What follows belongs to an exercise in optimizing a design on an open flow for small area and a short achievable clock period; a production flow would make more cautious choices. Function was checked by simulation only, so behaviour that the tests miss may differ from the original. Power is estimated from default activity; no workload was simulated.

## job 8744
## MMU
module MMU #(parameter depth=4, bit_width=8, acc_width=32, size=4)
(
   input          clk,
   input          control,
   input  [31:0]  data_arr,
   input  [31:0]  wt_arr,
   output [127:0] acc_out
);
Size in the first run: ~4800 cells after synthesis, ~1000 flip-flops, roughly 57000 um^2 of cells after synthesis.
==> flow/config.mk <==
export PLATFORM = sky130hd
export DESIGN_NAME = MMU
export DESIGN_NICKNAME = MMU
export VERILOG_FILES = /design/flow/design.v
export SDC_FILE = /design/flow/constraint.sdc
export NUM_CORES = 4
export LEC_CHECK = 0
export CAP_MARGIN = 20
export CORE_MARGIN = 2
export CORE_UTILIZATION = 65
export SETUP_SLACK_MARGIN = 4.2
export SLEW_MARGIN = 20
==> flow/constraint.sdc <==
create_clock -name core_clock -period 7.0 [get_ports {clk}]
set_input_delay 1.4000 -clock core_clock [delete_from_list [all_inputs] [get_ports {clk}]]
set_output_delay 1.4000 -clock core_clock [all_outputs]
set_load 0.01 [all_outputs]
standard.sh (not shown) runs the stock make flow with config.mk's settings and CLKGATE_MAP_FILE= SYNTH_SCRIPT=/design/flow/synth_recipe.tcl, a recipe that flattens the netlist after the stock synthesis.
==> flow/flow/run.sh <==
#!/bin/bash
# Layout flow: the standard flow (standard.sh), with one change to
# synthesis: Yosys's synth runs without the quick ABC pass of its fine stage
# (synth -noabc), so that extract_fa meets the full and half adders as the
# RTL writes them and maps them without inverters around them. Registers
# and everything after synthesis are as in the standard flow.
set -euo pipefail
work=$(pwd)
sed 's/yosys synth -nofsm -noshare {\*}\$args/yosys synth -nofsm -noshare -noabc {*}$args/' \
  synth_recipe.tcl > own_synth.tcl
grep -q -- '-noabc' own_synth.tcl
bash standard.sh SYNTH_SCRIPT="$work/own_synth.tcl" finish > standard.log 2>&1
--- input diff job 8744..job 9543 ---
- changing CORE_UTILIZATION from 65 to 40
- setting CTS_CLUSTER_SIZE to 25 for the first time
- setting CTS_CLUSTER_DIAMETER to 70 for the first time
## What came out
Job 9543 | stages: all done | timing, DRC, antenna: all pass. Max freq job 8744 -> job 9543: degraded. Of job 9543 and job 8744, job 8744 shows the higher via count, with job 9543 below it. Comparing slack of the critical path for job 9543 and job 8744, the smaller number came from job 9543. Reported for job 9543 and job 8744, count of H-tree levels built during CTS turned out identical to the last digit.
Changes in job 8705 relative to job 9543:
- removing CTS_CLUSTER_SIZE (formerly 25)
- removing CTS_CLUSTER_DIAMETER (formerly 70)
- Job 9543 and job 8705 all finish clean.
- Of job 9543 and job 8705, the run reporting the higher via count of the first global-routing pass was job 8705.
- Compared with job 9543, job 8705 shows a higher clock-net power.
- Relative to job 9543, total wirelength of the detailed-routed design has gone up in job 8705.

* * *

## the baseline
Another version of the RTL of MMU (not shown whole).
Size in the first run: ~5400 cells after synthesis, ~1000 flip-flops, about 190 I/O pins, roughly 59000 um2 of cells after synthesis.
Settings: LEC_CHECK=0, CAP_MARGIN=20, CORE_MARGIN=2, CORE_UTILIZATION=60, CTS_BUF_LIST=sky130_fd_sc_hd__clkbuf_4 sky130_fd_sc_hd__clkbuf_8, SETUP_SLACK_MARGIN=4.2, SLEW_MARGIN=20, TNS_END_PERCENT=5; clock period 7.0 ns.
run.sh (not shown) runs the stock make flow with config.mk's settings and CLKGATE_MAP_FILE= SYNTH_SCRIPT=/design/flow/synth_recipe.tcl, a recipe that flattens the netlist after the stock synthesis.
Stock flow here: none of the scripts above is used.
The baseline: all stages complete, timing, DRC and antenna checks passed
Modified inputs, the candidate compared to the baseline
--- a/flow/config.mk
+++ b/flow/config.mk
@@ -9,5 +9,4 @@
 export CORE_MARGIN = 2
 export CORE_UTILIZATION = 60
-export CTS_BUF_LIST = sky130_fd_sc_hd__clkbuf_4 sky130_fd_sc_hd__clkbuf_8
 export SETUP_SLACK_MARGIN = 4.2
 export SLEW_MARGIN = 20
--- outcome ---
The candidate ends up with a count of clock-buffer cells in the layout that is 112 lower than in the baseline.
The candidate against the baseline; detail-routed via count per cell is up slightly.
The candidate vs. the baseline: switching power summed over all nets did not really move, global-route usage lower, global-route wire length before repair shrank by 1200 um, final period demand of the worst path increased 0.047 ns.
Comparing the candidate against the baseline, there is no change at all in starting density of the core.
Compared with the baseline, the candidate is hungrier on power.
Compared with the baseline, the candidate shows a lower count of non-CTS buffers in the layout.
For wire length, the baseline and the candidate come out practically identical.
The combined buffer and inverter count along the critical path in the candidate was lower than what the baseline gave.

* * *

MMU, a different RTL version from the one above (not shown whole).
Size in the first run: ~55,000 sq um of cells after synthesis.
Settings: LEC_CHECK=0, CAP_MARGIN=20, CORE_MARGIN=2, CORE_UTILIZATION=60, CTS_CLUSTER_DIAMETER=80, CTS_CLUSTER_SIZE=32, SETUP_SLACK_MARGIN=4.2, SLEW_MARGIN=20; clock period 7.0 ns.
standard.sh (not shown) runs the stock make flow with config.mk's settings and CLKGATE_MAP_FILE= SYNTH_SCRIPT=/design/flow/synth_recipe.tcl, a recipe that flattens the netlist after the stock synthesis.
Scripts as last shown in full above: flow/flow/run.sh
The baseline passed the timing, DRC and antenna checks.
Then changed:
Settings changed: CORE_UTILIZATION 60 to 40.
What happened: Sequential power barely changes; via count barely changes; area after synthesis does not change; worst setup slack is worse by 0.041 ns; total power came out higher by a few percent; first-iteration DRC count came out lower by about a fifth; critical path depth stays the same; clock-buffer cell count came out higher by 7; worst hold slack is worse by 0.0047 ns.
Then changed:
Settings changed: CORE_UTILIZATION 40 to 60, CTS_CLUSTER_DIAMETER 80 to 75, CTS_CLUSTER_SIZE 32 to 28.
The changed run completed with no timing, DRC or antenna violations.
Final cell count decreases by 9.3%.
Synthesized cell count does not change.
Cell area decreases by about 2.3%.
Total power decreases by about 5%.

* * *

MMU again, from the RTL that the note above started with.
export LEC_CHECK = 0
export CAP_MARGIN = 20
export CORE_MARGIN = 2
export CORE_UTILIZATION = 40
export CTS_CLUSTER_DIAMETER = 80
export CTS_CLUSTER_SIZE = 32
export SETUP_SLACK_MARGIN = 4.2
export SLEW_MARGIN = 20
export TNS_END_PERCENT = 50
create_clock -name core_clock -period 7.0 [get_ports {clk}]
Scripts as last shown in full above: flow/flow/run.sh
The first run completed without violations.
Next try:
CORE_UTILIZATION = 70   (was 40)
TNS_END_PERCENT = default   (was 50)
Outcome: The changed run went through all stages and came out clean; worst hold slack degrades by 0.011 ns; power went down by a few percent; via count rose by a few percent.
Next try:
CORE_UTILIZATION = 40   (was 70)
CTS_CLUSTER_DIAMETER = 70   (was 80)
CTS_CLUSTER_SIZE = 25   (was 32)
SETUP_SLACK_MARGIN = 4.4   (was 4.2)
Result:
- setup slack degrades by 0.024 ns
- non-clock buffer count went up by 94
- clock power went up by 46%
- design area increases by 7.0%
- power is higher by 14%
- count of clock-buffer cells in the layout rose by 35
- via count decreases by 0.59%
- combinational power is higher by 14%
- register-to-register slack gets worse by 0.02 ns
- synthesized cell count is unchanged

* * *

== wip/ember ==
Starting RTL as in the previous note.
clock: 7.0 ns
lec_check: 0
abc_area: 1
cap_margin: 20
core_margin: 2
core_utilization: 40
cts_cluster_diameter: 80
cts_cluster_size: 32
setup_slack_margin: 4.2
slew_margin: 20
Scripts as last shown in full above: flow/flow/run.sh
wip/ember completed end to end with timing, DRC and antenna clean.
--- input diff wip/ember..wip/cedar ---
- ABC_AREA removed (was 1)
- CORE_UTILIZATION changed from 40 to 50
Notes after the runs:
wip/cedar vs. wip/ember: ratio of final minimum period to clock period shows an increase of 0.75 points; maximum frequency shows a reduction of 1.9%; total power shows a reduction of about 6%; height of the die shows a reduction of 46 um. Comparing wip/cedar and wip/ember, the lower setup slack after layout is on wip/cedar. Of the two values seen for slowest cell on the critical path, sky130_fd_sc_hd__fa_1 was produced by wip/cedar and sky130_fd_sc_hd__edfxtp_1 by wip/ember. Higher proportion of power drawn by the clock network among wip/cedar and wip/ember: wip/ember.
The inputs of wip/juniper differ from those of wip/cedar as listed below.
- SETUP_SLACK_MARGIN: 4.2 -> 4.0
- CORE_UTILIZATION: 50 -> 70
## What came out
Relative to wip/cedar, sequential share of layout area has increased by 1.2 points in wip/juniper. Worst setup path startpoint = row[0].g0.u_c2.m[7]: wip/cedar; worst setup path startpoint = data_arr[28]: wip/juniper. wip/cedar → wip/juniper: clock network fraction of design power down 1.3 points; combinational share of power down 0.9 points.
The inputs of wip/garnet differ from those of wip/juniper as listed below.
- SETUP_SLACK_MARGIN: 4.0 -> 4.2
- CORE_UTILIZATION: 70 -> 40
- CTS_CLUSTER_DIAMETER: 80 -> unset
- CTS_CLUSTER_SIZE: 32 -> unset
==> summary.txt <==
Proportion of total power due to net switching was lower in wip/garnet than in wip/juniper.
wip/juniper → wip/garnet: routed wire length went up 9.6%; post-placement cell area went up 1.8%; slew at the pin with the worst max-slew slack went down 0.038 ns; share of the clock period used by the worst path after layout went down 2.0 points.
Comparing wip/juniper and wip/garnet, critical path depth is lower on wip/juniper.
Die area up 59,000 sq um in wip/garnet wrt wip/juniper
Looking at startpoint-to-endpoint class of the critical path, the in -> reg result is from wip/juniper; the reg -> reg one comes from wip/garnet.
wip/garnet: overall power consumption is about 18% higher than what wip/juniper reported.

* * *

violet:
Starting RTL as in the previous note.
Design MMU, start of the top module:
module MMU #(parameter depth=4, bit_width=8, acc_width=32, size=4)
(
   input          clk,
   input          control,
   input  [31:0]  data_arr,
   input  [31:0]  wt_arr,
   output [127:0] acc_out
);
   reg        c1;           
   reg [31:0] dn [0:2];     
   always @(posedge clk) begin
      c1    <= control;
      dn[0] <= control ? 32'hffffffff : ~data_arr;
      dn[1] <= control ? 32'hffffffff : dn[0];
      dn[2] <= control ? 32'hffffffff : dn[1];
   end
   genvar r;
   generate
      for (r = 0; r < 4; r = r + 1) begin : row
         wire [31:0] xr = (r == 0) ? data_arr : dn[r-1];
         wire [7:0]  w1, w2, w3, w4;
         wire [15:0] a1;
         wire [16:0] a2;
         wire [17:0] a3, a4;
         if (r == 0) begin : g0
            wire [9:0] t1, t2, t3, t4;
            wire [9:0] t0 = {2'b00, wt_arr[7:0]} + {1'b0, wt_arr[7:0], 1'b0};
            MAC_R0_0_16 u_c0 (.clk(clk), .ld(control), .clr(c1), .x(xr[7:0]),
               .wt_in(wt_arr[8*r +: 8]), .w3_in(t0), .wt_out(w1), .w3_out(t1),
               .acc_out(a1));
            MAC_R0_16_17 u_c1 (.clk(clk), .ld(control), .clr(c1), .x(xr[15:8]),
               .wt_in(w1), .w3_in(t1), .acc_in(a1), .wt_out(w2), .w3_out(t2),
               .acc_out(a2));
            MAC_R0_17_18 u_c2 (.clk(clk), .ld(control), .clr(c1), .x(xr[23:16]),
               .wt_in(w2), .w3_in(t2), .acc_in(a2), .wt_out(w3), .w3_out(t3),
               .acc_out(a3));
            MAC_R0_18_18 u_c3 (.clk(clk), .ld(control), .clr(c1), .x(xr[31:24]),
               .wt_in(w3), .w3_in(t3), .acc_in(a3), .wt_out(w4), .w3_out(t4),
               .acc_out(a4));
         end else begin : gn
            MAC_RN_0_16 u_c0 (.clk(clk), .ld(control), .clr(c1), .x(xr[7:0]),
               .wt_in(~wt_arr[8*r +: 8]), .wt_out(w1), .acc_out(a1));
            MAC_RN_16_17 u_c1 (.clk(clk), .ld(control), .clr(c1), .x(xr[15:8]),
  ...
==> flow/config.mk <==
export PLATFORM = sky130hd
export DESIGN_NAME = MMU
export DESIGN_NICKNAME = MMU
export VERILOG_FILES = /design/flow/design.v
export SDC_FILE = /design/flow/constraint.sdc
export NUM_CORES = 4
export LEC_CHECK = 0
export CAP_MARGIN = 20
export CORE_MARGIN = 2
export CORE_UTILIZATION = 70
export CTS_CLUSTER_DIAMETER = 80
export CTS_CLUSTER_SIZE = 32
export SETUP_SLACK_MARGIN = 4.3
export SLEW_MARGIN = 20
==> flow/constraint.sdc <==
create_clock -name core_clock -period 7.0 [get_ports {clk}]
set_input_delay 1.4000 -clock core_clock [delete_from_list [all_inputs] [get_ports {clk}]]
set_output_delay 1.4000 -clock core_clock [all_outputs]
set_load 0.01 [all_outputs]
Scripts as last shown in full above: flow/flow/run.sh
> inputs changed (violet -> maple)
Settings: changing CTS_CLUSTER_DIAMETER from 80 to 70; changing SETUP_SLACK_MARGIN from 4.3 to 4.2; changing CTS_CLUSTER_SIZE from 32 to 25; changing CORE_UTILIZATION from 70 to 40.
==> summary.txt <==
Cmp violet and maple / first-iteration DRC count / lower: maple
Delta (maple minus violet): setup fix buffers added after clock tree synthesis decreased by 58 relative to the old numbers; overall power consumption increased by 8.3% relative to the old numbers; fraction of standard cell area in multi-input logic decreased by 2.2 points relative to the old numbers; clock transition time at the flip-flop clock pins of the worst setup and hold paths decreased by 0.02 ns relative to the old numbers.
maple has combinational share of power below what violet had.
Length of the first detailed-routing pass in iterations came out exactly the same in violet and maple.
Final non-filler cell area for maple: about 2.1% up relative to violet
The run with more routed wire is maple, not violet.
Compared with violet, maple shows a lower sequential share of layout area.
Input changes introduced in xenon (baseline for comparison: maple):
Settings: CTS_CLUSTER_SIZE changed from 25 to 32; SETUP_SLACK_MARGIN changed from 4.2 to 4.1; CORE_UTILIZATION changed from 40 to 70; CTS_CLUSTER_DIAMETER changed from 70 to 80.
Notes after the runs:
Re floorplan row count: maple was higher than xenon. maple → xenon: via count rose 230; largest net degree at the start of global routing saw an increase; minimum clock period after layout saw an increase; buffer levels on the longest clock path flat. The final reports for xenon and maple show power share of the sequential group higher in the former.
### xenon -> pepper
Settings: SETUP_SLACK_MARGIN changed from 4.1 to 4.2; CORE_UTILIZATION changed from 70 to 80.
## What came out
xenon and pepper ended up with roughly the same portion of the post-synthesis area used by sequential elements. Taking xenon as the reference, in pepper clock distribution power now smaller; proportion of power drawn by the clock network now sits lower; layout overhead on the synthesized area picked up an extra 1.3 points. Compared with xenon, total via count in the routed design in pepper increased by a few percent. Sort pepper and xenon by met3 wirelength from detailed routing desc -> top: pepper. Register-to-register path setup slack sits lower in pepper than in xenon. [pepper] instance count after placement with tap cells included fell 2.9% relative to xenon. pepper vs. xenon: sequential share of layout area dropped 0.32 points, non-clock buffer count went up. Looking at combinational power across pepper and xenon, the one that comes out higher is pepper.

re-timing with driven ports:
The results above use ideal ports. As a check the final layouts listed here were re-extracted and re-timed, cells and wires unchanged. Step 1 assumes that a clkbuf_16 drives the clock port and a buf_2 every other input. Step 2, shift: input delay + t, output delay - t, t = (earliest + latest rising clock arrival at the registers) / 2. This alone moves slack from input paths to output paths. a / b / c = ideal / step 1 / step 2; a / b = the first two.
| run | shift t [ns] | setup WS [ns] | clock arrival spread, ns | slew at the worst register clock pin (ns) |
|---|---|---|---|---|
| job 8744 | 0.740 | 4.181 / 4.181 / 3.554 | 0.025 / 0.026 | 0.06 / 0.06 |
| job 9543 | 0.744 | 4.157 / 4.157 / 3.512 | 0.041 / 0.041 | 0.09 / 0.09 |
| job 8705 | 0.770 | 4.190 / 4.190 / 3.532 | 0.040 / 0.040 | 0.07 / 0.07 |
| the baseline | 0.895 | 4.070 / 4.093 / 3.220 | 0.035 / 0.035 | 0.07 / 0.07 |
| the candidate | 0.738 | 4.023 / 3.959 / 3.420 | 0.031 / 0.030 | 0.07 / 0.07 |
| the first run of note 3 | 0.703 | 4.180 / 4.180 / 3.557 | 0.044 / 0.043 | 0.12 / 0.12 |
| the second run of note 3 | 0.759 | 4.139 / 4.139 / 3.515 | 0.070 / 0.070 | 0.11 / 0.11 |
| the third run of note 3 | 0.714 | 4.156 / 4.156 / 3.539 | 0.023 / 0.023 | 0.11 / 0.11 |
| the first run of note 4 | 0.740 | 4.131 / 4.161 / 3.422 | 0.059 / 0.059 | 0.12 / 0.12 |
| the second run of note 4 | 0.701 | 4.214 / 4.214 / 3.548 | 0.037 / 0.038 | 0.12 / 0.12 |
| the third run of note 4 | 0.750 | 4.190 / 4.190 / 3.697 | 0.048 / 0.047 | 0.10 / 0.10 |
| wip/ember | 0.750 | 4.257 / 4.215 / 3.533 | 0.054 / 0.053 | 0.11 / 0.11 |
| wip/cedar | 0.744 | 4.204 / 4.204 / 3.502 | 0.043 / 0.043 | 0.12 / 0.12 |
| wip/juniper | 0.700 | 4.038 / 4.000 / 3.381 | 0.038 / 0.038 | 0.12 / 0.12 |
| wip/garnet | 0.795 | 4.180 / 4.178 / 3.505 | 0.049 / 0.049 | 0.06 / 0.06 |
| violet | 0.703 | 4.188 / 4.188 / 3.671 | 0.043 / 0.043 | 0.12 / 0.12 |
| maple | 0.767 | 4.169 / 4.169 / 3.483 | 0.040 / 0.040 | 0.09 / 0.09 |
| xenon | 0.701 | 4.117 / 4.117 / 3.494 | 0.020 / 0.020 | 0.12 / 0.12 |
| pepper | 0.686 | 4.085 / 4.085 / 3.564 | 0.037 / 0.038 | 0.12 / 0.12 |
After both steps setup and hold are still met in every run listed. The setup slack of the baseline, which loses most, moves by +0.023 ns with the drivers and by -0.850 ns with both steps.
